Source: an optimization exercise on an open RTL-to-GDS flow (aim: small area). Production flows keep margins and buffers that such runs may drop. In this exercise RTL edits were held to simulation tests only and were not proved equivalent to the original. No activity file was given, so power comes from the tool's default toggle rates.

Setup of run A:
## CannyEdge
module CannyEdge(dAddrRegRow, dAddrRegCol, bWE, bCE, InData, OutData,
	OPMode, bOPEnable, dReadReg, dWriteReg,	clk, rst_b);
Settings: LEC_CHECK=0, CAP_MARGIN=20, CORE_MARGIN=2, CORE_UTILIZATION=70, CTS_BUF_LIST=sky130_fd_sc_hd__clkbuf_16, CTS_CLUSTER_DIAMETER=100, CTS_CLUSTER_SIZE=20, PLACE_DENSITY=0.8, SLEW_MARGIN=20; clock period 12.0 ns.
standard.sh (not shown) runs the stock make flow with config.mk's settings and CLKGATE_MAP_FILE= SYNTH_SCRIPT=/design/flow/synth_recipe.tcl, a recipe that flattens the netlist after the stock synthesis.
==> flow/flow/run.sh <==
#!/bin/bash
# Layout flow.
#  1. the standard synthesis (standard.sh synth).
#  2. The same synthesis script once more, with yosys synth's -noabc, so that
#     the full adders written in the RTL reach extract_fa unchanged (fewer
#     inverters). regmap.py checks that it has exactly the standard
#     synthesis's registers (paired by Q net, same cell types) and gives them
#     the standard instance names; if not, the standard netlist is used.
#  3. invopt.py removes inverters around full adders (same function, same
#     registers).
#  4. the standard layout from that netlist, with the port buffers made of
#     the smallest buffer, clock tree synthesis without dummy loads, and
#     power recovery (downsizing of gates off the critical paths) after global
#     routing.
# Each tool's output goes to a log file of its own in this folder.
set -euo pipefail
R="$PWD/orfs/results/sky130hd/CannyEdge/base"
bash standard.sh synth > synth.log 2>&1
cp "$R/1_2_yosys.v" std_1_2_yosys.v
sed 's/yosys synth -nofsm -noshare /yosys synth -nofsm -noshare -noabc /' synth_recipe.tcl > synth_noabc.tcl
sed -e "s|SYNTH_SCRIPT=[^ ]*|SYNTH_SCRIPT=$PWD/synth_noabc.tcl|" \
    -e "s|WORK_HOME=[^ ]*|WORK_HOME=$PWD/orfs_alt|" standard.sh > standard_alt.sh
SRC=std_1_2_yosys.v
if bash standard_alt.sh synth > synth_alt.log 2>&1 &&
   python3 flow/regmap.py std_1_2_yosys.v orfs_alt/results/sky130hd/CannyEdge/base/1_2_yosys.v alt_1_2_yosys.v > regmap.log 2>&1; then
  SRC=alt_1_2_yosys.v
fi
echo "netlist: $SRC" >> regmap.log
python3 flow/invopt.py "$SRC" "$R/1_2_yosys.v" > invopt.log 2>&1
rm -f "$R/1_synth.odb" "$R/1_synth.sdc"
export BUFFER_PORTS_ARGS="-buffer_cell sky130_fd_sc_hd__buf_1"
export CTS_ARGS="-sink_clustering_enable -repair_clock_nets -sink_clustering_size 20 -sink_clustering_max_diameter 100 -buf_list sky130_fd_sc_hd__clkbuf_16 -dont_use_dummy_load"
export RECOVER_POWER=100
bash standard.sh > layout.log 2>&1
Other scripts of this flow, unchanged in this note and not shown: flow/flow/invopt.py, flow/flow/regmap.py
Run A: flow complete, layout not clean; failing: max-capacitance violations, max-slew violations
Here is what was changed in the inputs of run B compared with run A.
# run A
export LEC_CHECK = 0
export CAP_MARGIN = 20
export CORE_MARGIN = 2
export CORE_UTILIZATION = 70
export CTS_BUF_LIST = sky130_fd_sc_hd__clkbuf_16
export CTS_CLUSTER_DIAMETER = 100
export CTS_CLUSTER_SIZE = 20
export PLACE_DENSITY = 0.8
export SLEW_MARGIN = 20
create_clock -name core_clock -period 12.0 [get_ports {clk}]
# run B
export LEC_CHECK = 0
export CAP_MARGIN = 20
export CORE_MARGIN = 2
export CORE_UTILIZATION = 80
export CTS_BUF_LIST = sky130_fd_sc_hd__clkbuf_16
export CTS_CLUSTER_DIAMETER = 100
export CTS_CLUSTER_SIZE = 20
export PLACE_DENSITY = 0.9
export SLEW_MARGIN = 20
create_clock -name core_clock -period 12.0 [get_ports {clk}]
-- flow/flow/run.sh --
<<< run A, line 11
#  4. the standard layout from that netlist, with the port buffers made of
#     the smallest buffer, clock tree synthesis without dummy loads, and
#     power recovery (downsizing of gates off the critical paths) after global
#     routing.
# Each tool's output goes to a log file of its own in this folder.
>>> run B, line 11
#  4. the standard layout from that netlist, with the port buffers made of
#     the smallest buffer and clock tree synthesis without dummy loads.
# Each tool's output goes to a log file of its own in this folder.
<<< run A, line 32
export CTS_ARGS="-sink_clustering_enable -repair_clock_nets -sink_clustering_size 20 -sink_clustering_max_diameter 100 -buf_list sky130_fd_sc_hd__clkbuf_16 -dont_use_dummy_load"
export RECOVER_POWER=100
bash standard.sh > layout.log 2>&1
>>> run B, line 30
export CTS_ARGS="-sink_clustering_enable -repair_clock_nets -sink_clustering_size 20 -sink_clustering_max_diameter 100 -buf_list sky130_fd_sc_hd__clkbuf_16 -dont_use_dummy_load"
bash standard.sh > layout.log 2>&1
Looking at the reports, run B completed the entire flow and the layout it produced met the timing, design-rule and antenna checks.
In run B, final routed wirelength across all metal layers is higher than in run A.
Run B ends up with lower critical path depth than run A does.
From run A to run B, inverter count did not move at all.
Against run A, run B reports a final worst setup slack that is higher.
On final design area excluding fillers, run A and run B are basically level.
Lower post-route minimum period among run A and run B: run B
Run A → run B: power of the combinational group moved up, global routing usage on met3 moved up, first-iteration DRC count moved up.
Diff run A and run B: insertion delay of the later-clocked pin in the worst-skew pair higher in run B
[inputs] run C vs run B
# run B
export LEC_CHECK = 0
export CAP_MARGIN = 20
export CORE_MARGIN = 2
export CORE_UTILIZATION = 80
export CTS_BUF_LIST = sky130_fd_sc_hd__clkbuf_16
export CTS_CLUSTER_DIAMETER = 100
export CTS_CLUSTER_SIZE = 20
export PLACE_DENSITY = 0.9
export SLEW_MARGIN = 20
create_clock -name core_clock -period 12.0 [get_ports {clk}]
# run C
export LEC_CHECK = 0
export CAP_MARGIN = 20
export CORE_MARGIN = 2
export CORE_UTILIZATION = 70
export CTS_BUF_LIST = sky130_fd_sc_hd__clkbuf_16
export CTS_CLUSTER_DIAMETER = 100
export CTS_CLUSTER_SIZE = 20
export PLACE_DENSITY = 0.8
export SLEW_MARGIN = 20
create_clock -name core_clock -period 12.0 [get_ports {clk}]
-- flow/flow/run.sh --
<<< run B, line 11
#  4. the standard layout from that netlist, with the port buffers made of
#     the smallest buffer and clock tree synthesis without dummy loads.
# Each tool's output goes to a log file of its own in this folder.
>>> run C, line 11
#  4. the standard layout from that netlist, with the port buffers made of
#     the smallest buffer.
# Each tool's output goes to a log file of its own in this folder.
<<< run B, line 29
export BUFFER_PORTS_ARGS="-buffer_cell sky130_fd_sc_hd__buf_1"
export CTS_ARGS="-sink_clustering_enable -repair_clock_nets -sink_clustering_size 20 -sink_clustering_max_diameter 100 -buf_list sky130_fd_sc_hd__clkbuf_16 -dont_use_dummy_load"
bash standard.sh > layout.log 2>&1
>>> run C, line 29
export BUFFER_PORTS_ARGS="-buffer_cell sky130_fd_sc_hd__buf_1"
bash standard.sh > layout.log 2>&1
Notes after the runs:
Run C vs run B — final cycle utilization of the critical path dropped 1.4 points. Reported for run C and run B, pin count of the biggest net entering global routing turned out identical to the last digit. From run B to run C the numbers moved as follows: last weighted congestion value of the routability-driven placer decreased by 0.069 relative to the old numbers; fmax increased by about 1.7% relative to the old numbers.

---

CannyEdge, a different RTL version from the one above (not shown whole).
Size: ~1100 cells after synthesis, about 38 I/O pins, roughly 0.014 mm^2 of cells after synthesis.
export LEC_CHECK = 0
export CAP_MARGIN = 20
export CORE_MARGIN = 2
export CORE_UTILIZATION = 70
export PLACE_DENSITY = 0.8
export SLEW_MARGIN = 20
create_clock -name core_clock -period 12.0 [get_ports {clk}]
==> flow/flow/run.sh <==
#!/bin/bash
# Layout flow.
#  1. the standard synthesis (standard.sh synth).
#  2. The same synthesis script once more, with yosys synth's -noabc, so that
#     the full adders written in the RTL reach extract_fa unchanged (fewer
#     inverters), and with an area-oriented script (abc_map_area.script) for
#     the final ABC mapping. regmap.py checks that it has exactly the standard
#     synthesis's registers (paired by Q net, same cell types) and gives them
#     the standard instance names; if not, the standard netlist is used.
#  3. invopt.py removes inverters around full adders (same function, same
#     registers).
#  4. the standard layout from that netlist, with the port buffers made of
#     the smallest buffer and clock tree synthesis without dummy loads.
# Each tool's output goes to a log file of its own in this folder.
set -euo pipefail
R="$PWD/orfs/results/sky130hd/CannyEdge/base"
bash standard.sh synth > synth.log 2>&1
cp "$R/1_2_yosys.v" std_1_2_yosys.v
{
  sed -n '1p' synth_recipe.tcl | sed 's/yosys synth -nofsm -noshare /yosys synth -nofsm -noshare -noabc /'
  echo 'proc abc {args} {'
  echo '  set i [lsearch $args -script]'
  echo "  if { \$i >= 0 } { lset args [expr {\$i + 1}] $PWD/flow/abc_map_area.script }"
  echo '  yosys abc {*}$args'
  echo '}'
  sed -n '2,$p' synth_recipe.tcl
} > synth_noabc.tcl
sed -e "s|SYNTH_SCRIPT=[^ ]*|SYNTH_SCRIPT=$PWD/synth_noabc.tcl|" \
    -e "s|WORK_HOME=[^ ]*|WORK_HOME=$PWD/orfs_alt|" standard.sh > standard_alt.sh
SRC=std_1_2_yosys.v
if bash standard_alt.sh synth > synth_alt.log 2>&1 &&
   python3 flow/regmap.py std_1_2_yosys.v orfs_alt/results/sky130hd/CannyEdge/base/1_2_yosys.v alt_1_2_yosys.v > regmap.log 2>&1; then
  SRC=alt_1_2_yosys.v
fi
echo "netlist: $SRC" >> regmap.log
python3 flow/invopt.py "$SRC" "$R/1_2_yosys.v" > invopt.log 2>&1
rm -f "$R/1_synth.odb" "$R/1_synth.sdc"
export BUFFER_PORTS_ARGS="-buffer_cell sky130_fd_sc_hd__buf_1"
export CTS_ARGS="-sink_clustering_enable -repair_clock_nets -sink_clustering_size 8 -sink_clustering_max_diameter 50 -buf_list sky130_fd_sc_hd__clkbuf_4 -dont_use_dummy_load"
bash standard.sh > layout.log 2>&1
Other scripts of this flow, unchanged in this note and not shown: flow/flow/abc_map_area.script, flow/flow/invopt.py, flow/flow/regmap.py
Then changed:
--- a/flow/flow/run.sh
+++ b/flow/flow/run.sh
@@ -39 +39 @@
-export CTS_ARGS="-sink_clustering_enable -repair_clock_nets -sink_clustering_size 8 -sink_clustering_max_diameter 50 -buf_list sky130_fd_sc_hd__clkbuf_4 -dont_use_dummy_load"
+export CTS_ARGS="-sink_clustering_enable -repair_clock_nets -sink_clustering_size 14 -sink_clustering_max_diameter 80 -buf_list sky130_fd_sc_hd__clkbuf_8 -dont_use_dummy_load"
What happened: The new run went through all stages and came out clean; critical path depth is unchanged; worst setup slack gets worse by 0.0095 ns; die area is unchanged.
Then changed:
Settings changed: GPL_TIMING_DRIVEN set to 0.
Outcome: The changed run passed the timing, design-rule and antenna checks. Clock-buffer cell count does not change. Clock power stays flat. Worst hold slack improves by 0.0083 ns. Maximum frequency shrinks by 7.7%.

## re-timing with driven ports
Ports are ideal in the flow. The routed layouts listed here were re-timed in OpenROAD.
Step 1, drivers: a clkbuf_16 drives clk and a buf_2 each remaining input, both assumed.
Step 2 times the ports against the registers' clock, not the clock port: input delays grow and output delays shrink by t, the midpoint of the rising clock arrivals with the driver on.
Slacks: ideal / step 1 / step 2; pairs: ideal / step 1.
run	shift t [ns]	slack for setup (ns)	hold slack, ns	worst slew at a driven data input, ns	cell pins on the clock port's net
run A	0.540	1.736 / 1.762 / 1.222	0.689 / 0.689 / 0.689	0.03	1
run B	0.538	2.283 / 2.303 / 1.765	0.675 / 0.675 / 0.675	0.04	1
run C	0.548	2.448 / 2.472 / 1.924	0.684 / 0.684 / 0.684	0.03	1
the first run of note 2	0.677	1.310 / 1.329 / 0.652	0.652 / 0.652 / 0.652	0.04	1
the second run of note 2	0.575	1.300 / 1.317 / 0.742	0.645 / 0.645 / 0.645	0.04	1
the third run of note 2	0.585	0.409 / 0.421 / -0.164	0.654 / 0.654 / 0.654	0.04	1
With both steps, setup timing fails in the third run of note 2, where it was met with ideal ports. The setup slack of the first run of note 2, which loses most, moves by +0.019 ns with the drivers and by -0.658 ns with both steps.
